From an optimization exercise on the open Yosys and OpenROAD flow, aimed at small area, a short achievable clock period and few clock cycles; shortcuts taken in it are not production practice.
No run shown here included a check of the RTL's function; only the layout flow was run.

## flow/design.v (module list and top-level ports; edited modules follow where they fit)
// module ieee754multiplier: 1645 lines
// module fpmul_fa: 4 lines
// module fpmul_ha: 4 lines
module ieee754multiplier (
    input logic clk, rst_n,
    input logic [31:0] a_i,
    input logic [31:0] b_i,
    input logic start_i,
    output logic done_o,
    output logic nan_o,
    output logic inifinit_o,
    output logic overflow_o,
    output logic underflow_o,
    output logic [31:0] product_o
);
  // ...
==> flow/flow/run.sh <==
#!/bin/bash
# The standard layout (the standard.sh: the standard synthesis and the
# ORFS steps to finish), except that the port buffers that global placement
# inserts are buf_2 cells instead of the tool's default pick.
set -euo pipefail
export BUFFER_PORTS_ARGS="-buffer_cell sky130_fd_sc_hd__buf_2"
bash standard.sh > standard.log 2>&1
==> flow/standard.sh <==
#!/bin/bash
# synth_recipe.tcl (not shown) runs the flow's synth.tcl, then flattens the netlist and writes it again
# the make line also repeats each setting of config.mk as NAME=value (left out here)
make -C /OpenROAD-flow-scripts/flow DESIGN_CONFIG=/design/flow/config.mk WORK_HOME=/design/flow/orfs CLKGATE_MAP_FILE= SYNTH_SCRIPT=/design/flow/synth_recipe.tcl "${@:-finish}"
==> flow/config.mk <==
export PLATFORM = sky130hd
export DESIGN_NAME = ieee754multiplier
export DESIGN_NICKNAME = ieee754multiplier
export VERILOG_FILES = /design/flow/design.v
export SDC_FILE = /design/flow/constraint.sdc
export NUM_CORES = 4
export LEC_CHECK = 0
export ABC_AREA = 1
export CAP_MARGIN = 20
export CORE_MARGIN = 2
export CORE_UTILIZATION = 50
export SETUP_SLACK_MARGIN = 1
export SLEW_MARGIN = 20
export SYNTH_HIERARCHICAL = 1
==> flow/constraint.sdc <==
create_clock -name core_clock -period 9.0 [get_ports {clk}]
set_input_delay 1.8000 -clock core_clock [delete_from_list [all_inputs] [get_ports {clk}]]
set_output_delay 1.8000 -clock core_clock [all_outputs]
set_load 0.01 [all_outputs]
==> results.json, run 1 <==
{
  "status": "complete, no violations",
  "rsz0062_at_grt": "false",
  "drive_above_1_share": 0.1178,
  "syn-num-nets": 2507,
  "numCtsBuffers": 5,
  "diodes": 0,
  "place_hpwl_um": 42970,
  "synth_area_leader_cell": "fa_1",
  "grt_max_degree": 28,
  "synth_common_cells": "349 x nand2_1, 278 x xor2_1, 264 x fa_1, 263 x o22ai_1, 182 x inv_1",
  "fill_cells": 3182,
  "n_tap_cell": 442,
  "num_rows": 66,
  "wl_met2_um": 25300,
  "worst_path_max_delay_cell": "fa_1",
  "synth_area_um2": 16500,
  "cts_resized": 0,
  "htree_levels": 2,
  "max_freq_mhz": 129.6,
  "slowest_delay_ps": 510,
  "multi_input_area_share": 0.8161,
  "portBuffers": 103,
  "path_buf_inv": 4
}
==> run 2, diff against run 1 <==
--- a/flow/design.v
+++ b/flow/design.v
@@ -6,17 +6,16 @@
     output logic done_o,
     output logic nan_o,
     output logic inifinit_o,
     output logic overflow_o,
     output logic underflow_o,
     output logic [31:0] product_o
 );
 logic [47:0] m;
-logic        mhi_min;    
 logic        zero, sign, norm;
 logic [9:0]  esum, e0, e1;
 logic neg0;
 logic one0;
 logic two0;
 logic pp1;
 logic pp2;
 logic pp3;
@@ -1586,23 +1585,376 @@
 fpmul_fa u_s884 (.a(c876), .b(s882), .c(c878), .s(s884), .co(c885));
 fpmul_fa u_s886 (.a(a_i[20]), .b(a_i[21]), .c(ns286), .s(s886), .co(c887));
 fpmul_fa u_s888 (.a(pp310), .b(c883), .c(s886), .s(s888), .co(c889));
 assign ci890 = ~a_i[22];
 fpmul_fa u_s891 (.a(ci890), .b(pp311), .c(c887), .s(s891), .co(c892));
 assign ci893 = ~a_i[22];
 assign rx = {ci893, c889, c885, c880, c874, c867, c859, c850, c840, c829, c817, c804, c790, c775, c759, c742, c724, c705, c685, c664, c642, c619, c596, c574, c552, c531, c511, c491, s488, c455, c439, c423, c409, c395, s392, c371, c361, s358, s348, c335, s332, s326, s320, s316, c313, pp3, pp2, neg0};
 assign ry = {c892, s891, s888, s884, s879, s873, s866, s858, s849, s839, s828, s816, s803, s789, s774, s758, s741, s723, s704, s684, s663, s641, s618, s595, s573, s551, s530, s510, s490, s472, s454, s438, s422, s408, s394, s382, s370, s360, s350, s342, s334, s328, s322, s318, s314, s312, 1'b0, pp1};
-logic [16:0] mseg0;
-assign mseg0 = {1'b0, rx[15:0]} + {1'b0, ry[15:0]};
-assign m[15:0] = mseg0[15:0];
-logic [32:0] mseg1;
-assign mseg1 = {1'b0, rx[47:16]} + {1'b0, ry[47:16]} + {32'd0, mseg0[16]};
-assign m[47:16] = mseg1[31:0];
-assign mhi_min = ~m[24] & ~(((rx[25] ^ ry[25])) ^ (rx[24] | ry[24])) & ~(((rx[26] ^ ry[26])) ^ (rx[25] | ry[25])) & ~(((rx[27] ^ ry[27])) ^ (rx[26] | ry[26])) & ~(((rx[28] ^ ry[28])) ^ (rx[27] | ry[27])) & ~(((rx[29] ^ ry[29])) ^ (rx[28] | ry[28])) & ~(((rx[30] ^ ry[30])) ^ (rx[29] | ry[29])) & ~(((rx[31] ^ ry[31])) ^ (rx[30] | ry[30])) & ~(((rx[32] ^ ry[32])) ^ (rx[31] | ry[31])) & ~(((rx[33] ^ ry[33])) ^ (rx[32] | ry[32])) & ~(((rx[34] ^ ry[34])) ^ (rx[33] | ry[33])) & ~(((rx[35] ^ ry[35])) ^ (rx[34] | ry[34])) & ~(((rx[36] ^ ry[36])) ^ (rx[35] | ry[35])) & ~(((rx[37] ^ ry[37])) ^ (rx[36] | ry[36])) & ~(((rx[38] ^ ry[38])) ^ (rx[37] | ry[37])) & ~(((rx[39] ^ ry[39])) ^ (rx[38] | ry[38])) & ~(((rx[40] ^ ry[40])) ^ (rx[39] | ry[39])) & ~(((rx[41] ^ ry[41])) ^ (rx[40] | ry[40])) & ~(((rx[42] ^ ry[42])) ^ (rx[41] | ry[41])) & ~(((rx[43] ^ ry[43])) ^ (rx[42] | ry[42])) & ~(((rx[44] ^ ry[44])) ^ (rx[43] | ry[43])) & ~(((rx[45] ^ ry[45])) ^ (rx[44] | ry[44])) & ~(((rx[46] ^ ry[46])) ^ (rx[45] | ry[45])) & ~(((rx[47] ^ ry[47]) ^ 1'b1) ^ (rx[46] | ry[46]));
+logic [47:0] pg, pp_, pt;
+assign pg = rx & ry;
+assign pp_ = rx ^ ry;
+assign pt = rx | ry;      
+logic gg1_0;
+assign gg1_0 = pg[1] | (pt[1] & pg[0]);
+logic gg3_2;
+assign gg3_2 = pg[3] | (pt[3] & pg[2]);
+logic gp3_2;
+assign gp3_2 = pt[3] & pt[2];
+logic gg5_4;
+assign gg5_4 = pg[5] | (pt[5] & pg[4]);
+logic gp5_4;
+assign gp5_4 = pt[5] & pt[4];
+logic gg7_6;
+assign gg7_6 = pg[7] | (pt[7] & pg[6]);
+logic gp7_6;
+assign gp7_6 = pt[7] & pt[6];
+logic gg9_8;
+assign gg9_8 = pg[9] | (pt[9] & pg[8]);
+logic gp9_8;
+assign gp9_8 = pt[9] & pt[8];
+logic gg11_10;
+assign gg11_10 = pg[11] | (pt[11] & pg[10]);
+logic gp11_10;
+assign gp11_10 = pt[11] & pt[10];
+logic gg13_12;
+assign gg13_12 = pg[13] | (pt[13] & pg[12]);
+logic gp13_12;
+assign gp13_12 = pt[13] & pt[12];
+logic gg15_14;
+assign gg15_14 = pg[15] | (pt[15] & pg[14]);
+logic gp15_14;
+assign gp15_14 = pt[15] & pt[14];
+logic gg17_16;
+assign gg17_16 = pg[17] | (pt[17] & pg[16]);
+logic gp17_16;
+assign gp17_16 = pt[17] & pt[16];
+logic gg19_18;
+assign gg19_18 = pg[19] | (pt[19] & pg[18]);
+logic gp19_18;
+assign gp19_18 = pt[19] & pt[18];
+logic gg21_20;
+assign gg21_20 = pg[21] | (pt[21] & pg[20]);
+logic gp21_20;
+assign gp21_20 = pt[21] & pt[20];
+logic gg23_22;
+assign gg23_22 = pg[23] | (pt[23] & pg[22]);
+logic gp23_22;
+assign gp23_22 = pt[23] & pt[22];
+logic gg25_24;
+assign gg25_24 = pg[25] | (pt[25] & pg[24]);
+logic gp25_24;
+assign gp25_24 = pt[25] & pt[24];
+logic gg27_26;
+assign gg27_26 = pg[27] | (pt[27] & pg[26]);
+logic gp27_26;
+assign gp27_26 = pt[27] & pt[26];
+logic gg29_28;
+assign gg29_28 = pg[29] | (pt[29] & pg[28]);
+logic gp29_28;
+assign gp29_28 = pt[29] & pt[28];
+logic gg31_30;
+assign gg31_30 = pg[31] | (pt[31] & pg[30]);
+logic gp31_30;
+assign gp31_30 = pt[31] & pt[30];
+logic gg33_32;
+assign gg33_32 = pg[33] | (pt[33] & pg[32]);
+logic gp33_32;
+assign gp33_32 = pt[33] & pt[32];
+logic gg35_34;
+assign gg35_34 = pg[35] | (pt[35] & pg[34]);
+logic gp35_34;
+assign gp35_34 = pt[35] & pt[34];
+logic gg37_36;
+assign gg37_36 = pg[37] | (pt[37] & pg[36]);
+logic gp37_36;
+assign gp37_36 = pt[37] & pt[36];
+logic gg39_38;
+assign gg39_38 = pg[39] | (pt[39] & pg[38]);
+logic gp39_38;
+assign gp39_38 = pt[39] & pt[38];
+logic gg41_40;
+assign gg41_40 = pg[41] | (pt[41] & pg[40]);
+logic gp41_40;
+assign gp41_40 = pt[41] & pt[40];
+logic gg43_42;
+assign gg43_42 = pg[43] | (pt[43] & pg[42]);
+logic gp43_42;
+assign gp43_42 = pt[43] & pt[42];
+logic gg45_44;
+assign gg45_44 = pg[45] | (pt[45] & pg[44]);
+logic gp45_44;
+assign gp45_44 = pt[45] & pt[44];
+logic gg3_0;
+assign gg3_0 = gg3_2 | (gp3_2 & gg1_0);
+logic gg7_4;
+assign gg7_4 = gg7_6 | (gp7_6 & gg5_4);
+logic gp7_4;
+assign gp7_4 = gp7_6 & gp5_4;
+logic gg11_8;
+assign gg11_8 = gg11_10 | (gp11_10 & gg9_8);
+logic gp11_8;
+assign gp11_8 = gp11_10 & gp9_8;
+logic gg15_12;
+assign gg15_12 = gg15_14 | (gp15_14 & gg13_12);
+logic gp15_12;
+assign gp15_12 = gp15_14 & gp13_12;
+logic gg19_16;
+assign gg19_16 = gg19_18 | (gp19_18 & gg17_16);
+logic gp19_16;
+assign gp19_16 = gp19_18 & gp17_16;
+logic gg22_20;
+assign gg22_20 = pg[22] | (pt[22] & gg21_20);
+logic gp22_20;
+assign gp22_20 = pt[22] & gp21_20;
+logic gg23_20;
+assign gg23_20 = gg23_22 | (gp23_22 & gg21_20);
+logic gp23_20;
+assign gp23_20 = gp23_22 & gp21_20;
+logic gg26_24;
+assign gg26_24 = pg[26] | (pt[26] & gg25_24);
+logic gp26_24;
+assign gp26_24 = pt[26] & gp25_24;
+logic gg27_24;
+assign gg27_24 = gg27_26 | (gp27_26 & gg25_24);
+logic gp27_24;
+assign gp27_24 = gp27_26 & gp25_24;
+logic gg30_28;
+assign gg30_28 = pg[30] | (pt[30] & gg29_28);
+logic gp30_28;
+assign gp30_28 = pt[30] & gp29_28;
+logic gg31_28;
+assign gg31_28 = gg31_30 | (gp31_30 & gg29_28);
+logic gp31_28;
+assign gp31_28 = gp31_30 & gp29_28;
+logic gg34_32;
+assign gg34_32 = pg[34] | (pt[34] & gg33_32);
+logic gp34_32;
+assign gp34_32 = pt[34] & gp33_32;
+logic gg35_32;
+assign gg35_32 = gg35_34 | (gp35_34 & gg33_32);
+logic gp35_32;
+assign gp35_32 = gp35_34 & gp33_32;
+logic gg38_36;
+assign gg38_36 = pg[38] | (pt[38] & gg37_36);
+logic gp38_36;
+assign gp38_36 = pt[38] & gp37_36;
+logic gg39_36;
+assign gg39_36 = gg39_38 | (gp39_38 & gg37_36);
+logic gp39_36;
+assign gp39_36 = gp39_38 & gp37_36;
+logic gg42_40;
+assign gg42_40 = pg[42] | (pt[42] & gg41_40);
+logic gp42_40;
+assign gp42_40 = pt[42] & gp41_40;
+logic gg43_40;
+assign gg43_40 = gg43_42 | (gp43_42 & gg41_40);
+logic gp43_40;
+assign gp43_40 = gp43_42 & gp41_40;
+logic gg46_44;
+assign gg46_44 = pg[46] | (pt[46] & gg45_44);
+logic gp46_44;
+assign gp46_44 = pt[46] & gp45_44;
+logic gg7_0;
+assign gg7_0 = gg7_4 | (gp7_4 & gg3_0);
+logic gg15_8;
+assign gg15_8 = gg15_12 | (gp15_12 & gg11_8);
+logic gp15_8;
+assign gp15_8 = gp15_12 & gp11_8;
+logic gg22_16;
+assign gg22_16 = gg22_20 | (gp22_20 & gg19_16);
+logic gp22_16;
+assign gp22_16 = gp22_20 & gp19_16;
+logic gg23_16;
+assign gg23_16 = gg23_20 | (gp23_20 & gg19_16);
+logic gp23_16;
+assign gp23_16 = gp23_20 & gp19_16;
+logic gg28_24;
+assign gg28_24 = pg[28] | (pt[28] & gg27_24);
+logic gp28_24;
+assign gp28_24 = pt[28] & gp27_24;
+logic gg29_24;
+assign gg29_24 = gg29_28 | (gp29_28 & gg27_24);
+logic gp29_24;
+assign gp29_24 = gp29_28 & gp27_24;
+logic gg30_24;
+assign gg30_24 = gg30_28 | (gp30_28 & gg27_24);
+logic gp30_24;
+assign gp30_24 = gp30_28 & gp27_24;
+logic gg31_24;
+assign gg31_24 = gg31_28 | (gp31_28 & gg27_24);
+logic gp31_24;
+assign gp31_24 = gp31_28 & gp27_24;
+logic gg36_32;
+assign gg36_32 = pg[36] | (pt[36] & gg35_32);
+logic gp36_32;
+assign gp36_32 = pt[36] & gp35_32;
+logic gg37_32;
+assign gg37_32 = gg37_36 | (gp37_36 & gg35_32);
+logic gp37_32;
+assign gp37_32 = gp37_36 & gp35_32;
+logic gg38_32;
+assign gg38_32 = gg38_36 | (gp38_36 & gg35_32);
+logic gp38_32;
+assign gp38_32 = gp38_36 & gp35_32;
+logic gg39_32;
+assign gg39_32 = gg39_36 | (gp39_36 & gg35_32);
+logic gp39_32;
+assign gp39_32 = gp39_36 & gp35_32;
+logic gg44_40;
+assign gg44_40 = pg[44] | (pt[44] & gg43_40);
+logic gp44_40;
+assign gp44_40 = pt[44] & gp43_40;
+logic gg45_40;
+assign gg45_40 = gg45_44 | (gp45_44 & gg43_40);
+logic gp45_40;
+assign gp45_40 = gp45_44 & gp43_40;
+logic gg46_40;
+assign gg46_40 = gg46_44 | (gp46_44 & gg43_40);
+logic gp46_40;
+assign gp46_40 = gp46_44 & gp43_40;
+logic gg15_0;
+assign gg15_0 = gg15_8 | (gp15_8 & gg7_0);
+logic gg24_16;
+assign gg24_16 = pg[24] | (pt[24] & gg23_16);
+logic gp24_16;
+assign gp24_16 = pt[24] & gp23_16;
+logic gg25_16;
+assign gg25_16 = gg25_24 | (gp25_24 & gg23_16);
+logic gp25_16;
+assign gp25_16 = gp25_24 & gp23_16;
+logic gg26_16;
+assign gg26_16 = gg26_24 | (gp26_24 & gg23_16);
+logic gp26_16;
+assign gp26_16 = gp26_24 & gp23_16;
+logic gg27_16;
+assign gg27_16 = gg27_24 | (gp27_24 & gg23_16);
+logic gp27_16;
+assign gp27_16 = gp27_24 & gp23_16;
+logic gg28_16;
+assign gg28_16 = gg28_24 | (gp28_24 & gg23_16);
+logic gp28_16;
+assign gp28_16 = gp28_24 & gp23_16;
+logic gg29_16;
+assign gg29_16 = gg29_24 | (gp29_24 & gg23_16);
+logic gp29_16;
+assign gp29_16 = gp29_24 & gp23_16;
+logic gg30_16;
+assign gg30_16 = gg30_24 | (gp30_24 & gg23_16);
+logic gp30_16;
+assign gp30_16 = gp30_24 & gp23_16;
+logic gg31_16;
+assign gg31_16 = gg31_24 | (gp31_24 & gg23_16);
+logic gp31_16;
+assign gp31_16 = gp31_24 & gp23_16;
+logic gg40_32;
+assign gg40_32 = pg[40] | (pt[40] & gg39_32);
+logic gp40_32;
+assign gp40_32 = pt[40] & gp39_32;
+logic gg41_32;
+assign gg41_32 = gg41_40 | (gp41_40 & gg39_32);
+logic gp41_32;
+assign gp41_32 = gp41_40 & gp39_32;
+logic gg42_32;
+assign gg42_32 = gg42_40 | (gp42_40 & gg39_32);
+logic gp42_32;
+assign gp42_32 = gp42_40 & gp39_32;
+logic gg43_32;
+assign gg43_32 = gg43_40 | (gp43_40 & gg39_32);
+logic gp43_32;
+assign gp43_32 = gp43_40 & gp39_32;
+logic gg44_32;
+assign gg44_32 = gg44_40 | (gp44_40 & gg39_32);
+logic gp44_32;
+assign gp44_32 = gp44_40 & gp39_32;
+logic gg45_32;
+assign gg45_32 = gg45_40 | (gp45_40 & gg39_32);
+logic gp45_32;
+assign gp45_32 = gp45_40 & gp39_32;
+logic gg46_32;
+assign gg46_32 = gg46_40 | (gp46_40 & gg39_32);
+logic gp46_32;
+assign gp46_32 = gp46_40 & gp39_32;
+logic gg22_0;
+assign gg22_0 = gg22_16 | (gp22_16 & gg15_0);
+logic gg23_0;
+assign gg23_0 = gg23_16 | (gp23_16 & gg15_0);
+logic gg24_0;
+assign gg24_0 = gg24_16 | (gp24_16 & gg15_0);
+logic gg25_0;
+assign gg25_0 = gg25_16 | (gp25_16 & gg15_0);
+logic gg26_0;
+assign gg26_0 = gg26_16 | (gp26_16 & gg15_0);
+logic gg27_0;
+assign gg27_0 = gg27_16 | (gp27_16 & gg15_0);
+logic gg28_0;
+assign gg28_0 = gg28_16 | (gp28_16 & gg15_0);
+logic gg29_0;
+assign gg29_0 = gg29_16 | (gp29_16 & gg15_0);
+logic gg30_0;
+assign gg30_0 = gg30_16 | (gp30_16 & gg15_0);
+logic gg31_0;
+assign gg31_0 = gg31_16 | (gp31_16 & gg15_0);
+logic gg32_0;
+assign gg32_0 = pg[32] | (pt[32] & gg31_0);
+logic gg33_0;
+assign gg33_0 = gg33_32 | (gp33_32 & gg31_0);
+logic gg34_0;
+assign gg34_0 = gg34_32 | (gp34_32 & gg31_0);
+logic gg35_0;
+assign gg35_0 = gg35_32 | (gp35_32 & gg31_0);
+logic gg36_0;
+assign gg36_0 = gg36_32 | (gp36_32 & gg31_0);
+logic gg37_0;
+assign gg37_0 = gg37_32 | (gp37_32 & gg31_0);
+logic gg38_0;
+assign gg38_0 = gg38_32 | (gp38_32 & gg31_0);
+logic gg39_0;
+assign gg39_0 = gg39_32 | (gp39_32 & gg31_0);
+logic gg40_0;
+assign gg40_0 = gg40_32 | (gp40_32 & gg31_0);
+logic gg41_0;
+assign gg41_0 = gg41_32 | (gp41_32 & gg31_0);
+logic gg42_0;
+assign gg42_0 = gg42_32 | (gp42_32 & gg31_0);
+logic gg43_0;
+assign gg43_0 = gg43_32 | (gp43_32 & gg31_0);
+logic gg44_0;
+assign gg44_0 = gg44_32 | (gp44_32 & gg31_0);
+logic gg45_0;
+assign gg45_0 = gg45_32 | (gp45_32 & gg31_0);
+logic gg46_0;
+assign gg46_0 = gg46_32 | (gp46_32 & gg31_0);
+assign m[22:0] = '0;    
+assign m[23] = pp_[23] ^ gg22_0;
+assign m[24] = pp_[24] ^ gg23_0;
+assign m[25] = pp_[25] ^ gg24_0;
+assign m[26] = pp_[26] ^ gg25_0;
+assign m[27] = pp_[27] ^ gg26_0;
+assign m[28] = pp_[28] ^ gg27_0;
+assign m[29] = pp_[29] ^ gg28_0;
+assign m[30] = pp_[30] ^ gg29_0;
+assign m[31] = pp_[31] ^ gg30_0;
+assign m[32] = pp_[32] ^ gg31_0;
+assign m[33] = pp_[33] ^ gg32_0;
+assign m[34] = pp_[34] ^ gg33_0;
+assign m[35] = pp_[35] ^ gg34_0;
+assign m[36] = pp_[36] ^ gg35_0;
+assign m[37] = pp_[37] ^ gg36_0;
+assign m[38] = pp_[38] ^ gg37_0;
+assign m[39] = pp_[39] ^ gg38_0;
+assign m[40] = pp_[40] ^ gg39_0;
+assign m[41] = pp_[41] ^ gg40_0;
+assign m[42] = pp_[42] ^ gg41_0;
+assign m[43] = pp_[43] ^ gg42_0;
+assign m[44] = pp_[44] ^ gg43_0;
+assign m[45] = pp_[45] ^ gg44_0;
+assign m[46] = pp_[46] ^ gg45_0;
+assign m[47] = pp_[47] ^ gg46_0;
 assign sign = a_i[31] ^ b_i[31];
 assign zero = (a_i[22:0] == 23'd0) || (b_i[22:0] == 23'd0);
 assign esum = {2'b00, a_i[30:23]} + {2'b00, b_i[30:23]};
 assign e0   = esum - 10'd127;
 assign e1   = esum - 10'd126;
 logic        nan0, ovf0, unf0, keep0, sgn0;
 logic [7:0]  exp0;
 assign nan0  = !zero && e0[7:0] == 8'hFF;
@@ -1613,17 +1965,17 @@
 assign exp0  = ovf0 ? 8'hFF : (keep0 ? e0[7:0] : 8'h00);
 logic        eff1, ovf1, unf1, keep1, nz1;
 logic [7:0]  exp1;
 assign eff1  = !zero && e1[7:0] == 8'hFF;
 assign ovf1  = !zero && e1[7:0] != 8'hFF && e1[9:8] != 2'b00;
 assign unf1  = zero || (e1[7:0] == 8'h00 && e1[9:8] == 2'b00);
 assign keep1 = !eff1 && !ovf1 && !unf1;
 assign exp1  = (ovf1 || eff1) ? 8'hFF : (keep1 ? e1[7:0] : 8'h00);
-assign nz1   = !mhi_min;    
+assign nz1   = (m[46:24] != 23'd0);
 logic        nan_d, inf_d, ovf_d, unf_d, sign_d;
 logic [7:0]  exp_d;
 logic [22:0] frac_d;
 assign norm   = m[47];
 assign nan_d  = norm ? (eff1 && nz1) : nan0;
 assign inf_d  = norm && eff1 && !nz1;
 assign ovf_d  = norm ? ovf1 : ovf0;
 assign unf_d  = norm ? unf1 : unf0;
==> run 2 against run 1 <==
  * Critical path type unchanged
  * Fmax down 1.1%
  * Critical endpoint is now product_o[31]
  * Count of clock-buffer cells in the layout decreased by 2
  * Wire length is 4.3% lower
  * Via count decreased by 5.7%
  * Sequential cell count unchanged
  * Non-clock buffer count up 80
  * Utilization grew 5.1 points
  * Cell count decreased by 4.9%
  * Design area rose by 2.9%
  * Still clean
==> results.json, run 2 <==
{
  "status": "complete, no violations",
  "ctsHoldBuffers": 0,
  "cp-end-kind": "flop",
  "cts_tree": "built",
  "drive_above_1_share": 0.2253,
  "core_um2": 30590,
  "numCtsBuffers": 5,
  "hold_viol_final": 0,
  "cts.path.max_buffers": 2,
  "syn-num-nets": 2313,
  "syn_avg_cell_area_um2": 8.176,
  "drv_cap": 0,
  "grt_max_degree": 28,
  "postRouteAntennaNets": 0,
  "crit_path_start_kind": "primary input",
  "io_pins": 104,
  "fill_cells": 2806,
  "yosys.cell_count.top_type": "nand2_1",
  "hold_class": "primary input to async pin",
  "max_freq_mhz": 128.2,
  "grt_pass1_vias": 14490,
  "diodes": 0,
  "top_register": "product_o",
  "routed_wl_um": 53370,
  "ys_types": 47,
  "place.gp.congestion": 0.9892,
  "grt_pass1_wl_um": 83310,
  "worst_path_max_delay_cell": "fa_1",
  "max_slew_margin": 0.5114,
  "synth_area_um2": 15510,
  "largest_reg_flops": 32,
  "rsz0062_at_grt": "true",
  "die_area_um2": 32450,
  "num_rows": 64,
  "portBuffers": 103,
  "synthArstFlopShare": 0.02703,
  "antenna_found_initial": 0,
  "die_w_um": 180.1,
  "ys.flop_type": "dfxtp_1",
  "worstSetupPathType": "primary input to flop",
  "worstPathArrival_ps": 8030,
  "final_common_cell": "xor2_1",
  "fin_tns_setup_ps": 0,
  "clock-root-buffer": "clkbuf_16",
  "routedWlPerCell_um": 22.17,
  "ys_warn_count": 7,
  "nNetsFinal": 2426,
  "syn_to_final_growth_pct": 16.75,
  "place_hpwl_um": 41210,
  "syn_inst": 1897,
  "detail_route.iter0.violations": 1553,
  "finalWorstSetupSlack_ps": 1197,
  "setup_viol": 0,
  "layout_common_cells": "258 x xor2_1, 243 x o22ai_1, 242 x fa_1",
  "dp_worst_setup_slack_ps": 283.8,
  "clkTransAtPathRegs_ps": 60,
  "dr_total_vias": 14330,
  "synthTopCellsByArea": "fa_1 34%, xor2_1 15%, o22ai_1 11%",
  "drv_slew": 0,
  "slowest_delay_ps": 610,
  "initial_core_util": 0.5070,
  "period_share": 0.8670,
  "period_needed_ps": 7803,
  "drc": 0,
  "synth_seq_area_share": 0.04808,
  "via_per_inst": 5.953,
  "htree_levels": 2,
  "synth_edf_count": 0,
  "crit_fanout": 17,
  "drt-pass1-iter-count": 7,
  "synth_area_leader_cell": "fa_1",
  "synth_seq_cells": 37,
  "fp.dieH_um": 180.1,
  "numClockSinks": 37,
  "tightest_slew_ps": 726.2,
  "grtUsageTotal": 0.3276,
  "required_ps": 9220,
  "synth_top_area_frac": 0.3420,
  "grt_overflow": 0,
  "synth_common_cells": "278 x nand2_1, 266 x xor2_1, 265 x fa_1, 263 x o22ai_1, 187 x inv_1"
}
-- run 2: cell count changes in the layout (fill, tap and decap cells not counted), moves of 15 or more --
cell     before  now
fa_1        264  242
o22ai_2       0   18
o21ai_0      44   26
a21oi_1      63   29
fa_2          0   23
ha_1        104   82
o21ai_1      18    3
nand2_1     342  241
nand2_2      13   40
o22ai_1     263  243
buf_4        52  109
xor2_1      278  258
-- run 2: worst max-delay path: cells and delay by family --
| kind | cells | cell delay [ps] |
|---|---|---|
| adders and majority gates | 7 | 3340 |
| AOI/OAI and AO/OA | 2 | 250 |
| buffers and inverters | 8 | 960 |
| and+or+nand+nor | 15 | 1470 |
| xor gates and xnor gates | 1 | 170 |
-- run 2: through the flow --
step,instances,hold slack [ps],cell area [um2],util
final,2407,1276,18110,0.5920
after global routing,2407,1266,18110,0.5920
after CTS,2360,1267,17030,0.5568
after detailed placement,2343,1576,16590,0.5424
after global placement,2343,1574,16590,0.5424
after floorplan,1897,1504,15540,-
-- run 2: area by class of cell --
class                   count  area [um2]  area share
multi-input cells        1520       14040      0.7752
repair buffers            240        1828      0.1010
inverters                 206       808.3     0.04464
flip-flops and latches     37       745.7     0.04118
well taps                 396       495.5     0.02736
clock buffers               5       125.1    0.006910
clock inverters             3       68.82    0.003800
-- run 2: metal layers --
layer / global-route usage / vias up / wire, um
li1: - / 6460 / -
met1: 0.4564 / 6958 / 22290
met2: 0.5142 / 784 / 23900
met3: 0.07276 / 128 / 5479
met4: 0.09419 / 0 / 1696
met5: 0 / - / 0
-- run 2: logic make-up after synthesis --
logic type | synth area share
simple gates | 0.1518
flops | 0.04808
compound gates | 0.1510
xor+xnor | 0.1535
buf+inv | 0.08575
fa+ha+maj | 0.4098
-- run 2: final timing paths --
check                           endpoint    start  depth (start not counted)
max                        product_o[31]   a_i[7]                         33
min                               done_o    rst_n                          1
max in group asynchronous         done_o    rst_n                          1
min in group core_clock           done_o  start_i                          1
-- run 2: timing repair --
action	4_1_cts	5_1_grt
setup endpoints to repair	34	34
pin swaps	11	45
buffers inserted	8	45
cloned	1	2
resized for setup	45	172
-- run 2: per-module statistics from Yosys, one instance, submodules excluded --
module	cell area, um2	copies in the design	flip-flops and latches
fpmul_ha	12.51	21	0
fpmul_fa	20.02	263	0
ieee754multiplier	9982	1	37

afterwards: timing with drivers on the ports:
The results above use ideal ports. As a check the final layouts listed here were re-extracted and re-timed, cells and wires unchanged. Step 1 (the two cells are an assumption about what drives the block):
set clk [get_ports {clk}]
set_driving_cell -lib_cell sky130_fd_sc_hd__clkbuf_16 $clk
set_driving_cell -lib_cell sky130_fd_sc_hd__buf_2 [delete_from_list [all_inputs] $clk]
Step 2 times the ports against the registers' clock, not the clock port: input delays grow and output delays shrink by t, the midpoint of the rising clock arrivals with the driver on. a / b / c = ideal / step 1 / step 2; a / b = the first two.
run	shift t [ns]	slack for setup (ns)	hold WS [ns]	worst data-port slew with drivers (ns)
run 1	0.305	1.286 / 1.293 / 0.988	1.286 / 1.280 / 1.585	0.04
run 2	0.318	1.197 / 1.184 / 0.867	1.276 / 1.260 / 1.577	0.08
After both steps every run listed still meets setup and hold. The setup slack of run 2, which loses most, moves by -0.013 ns with the drivers and by -0.330 ns with both steps.
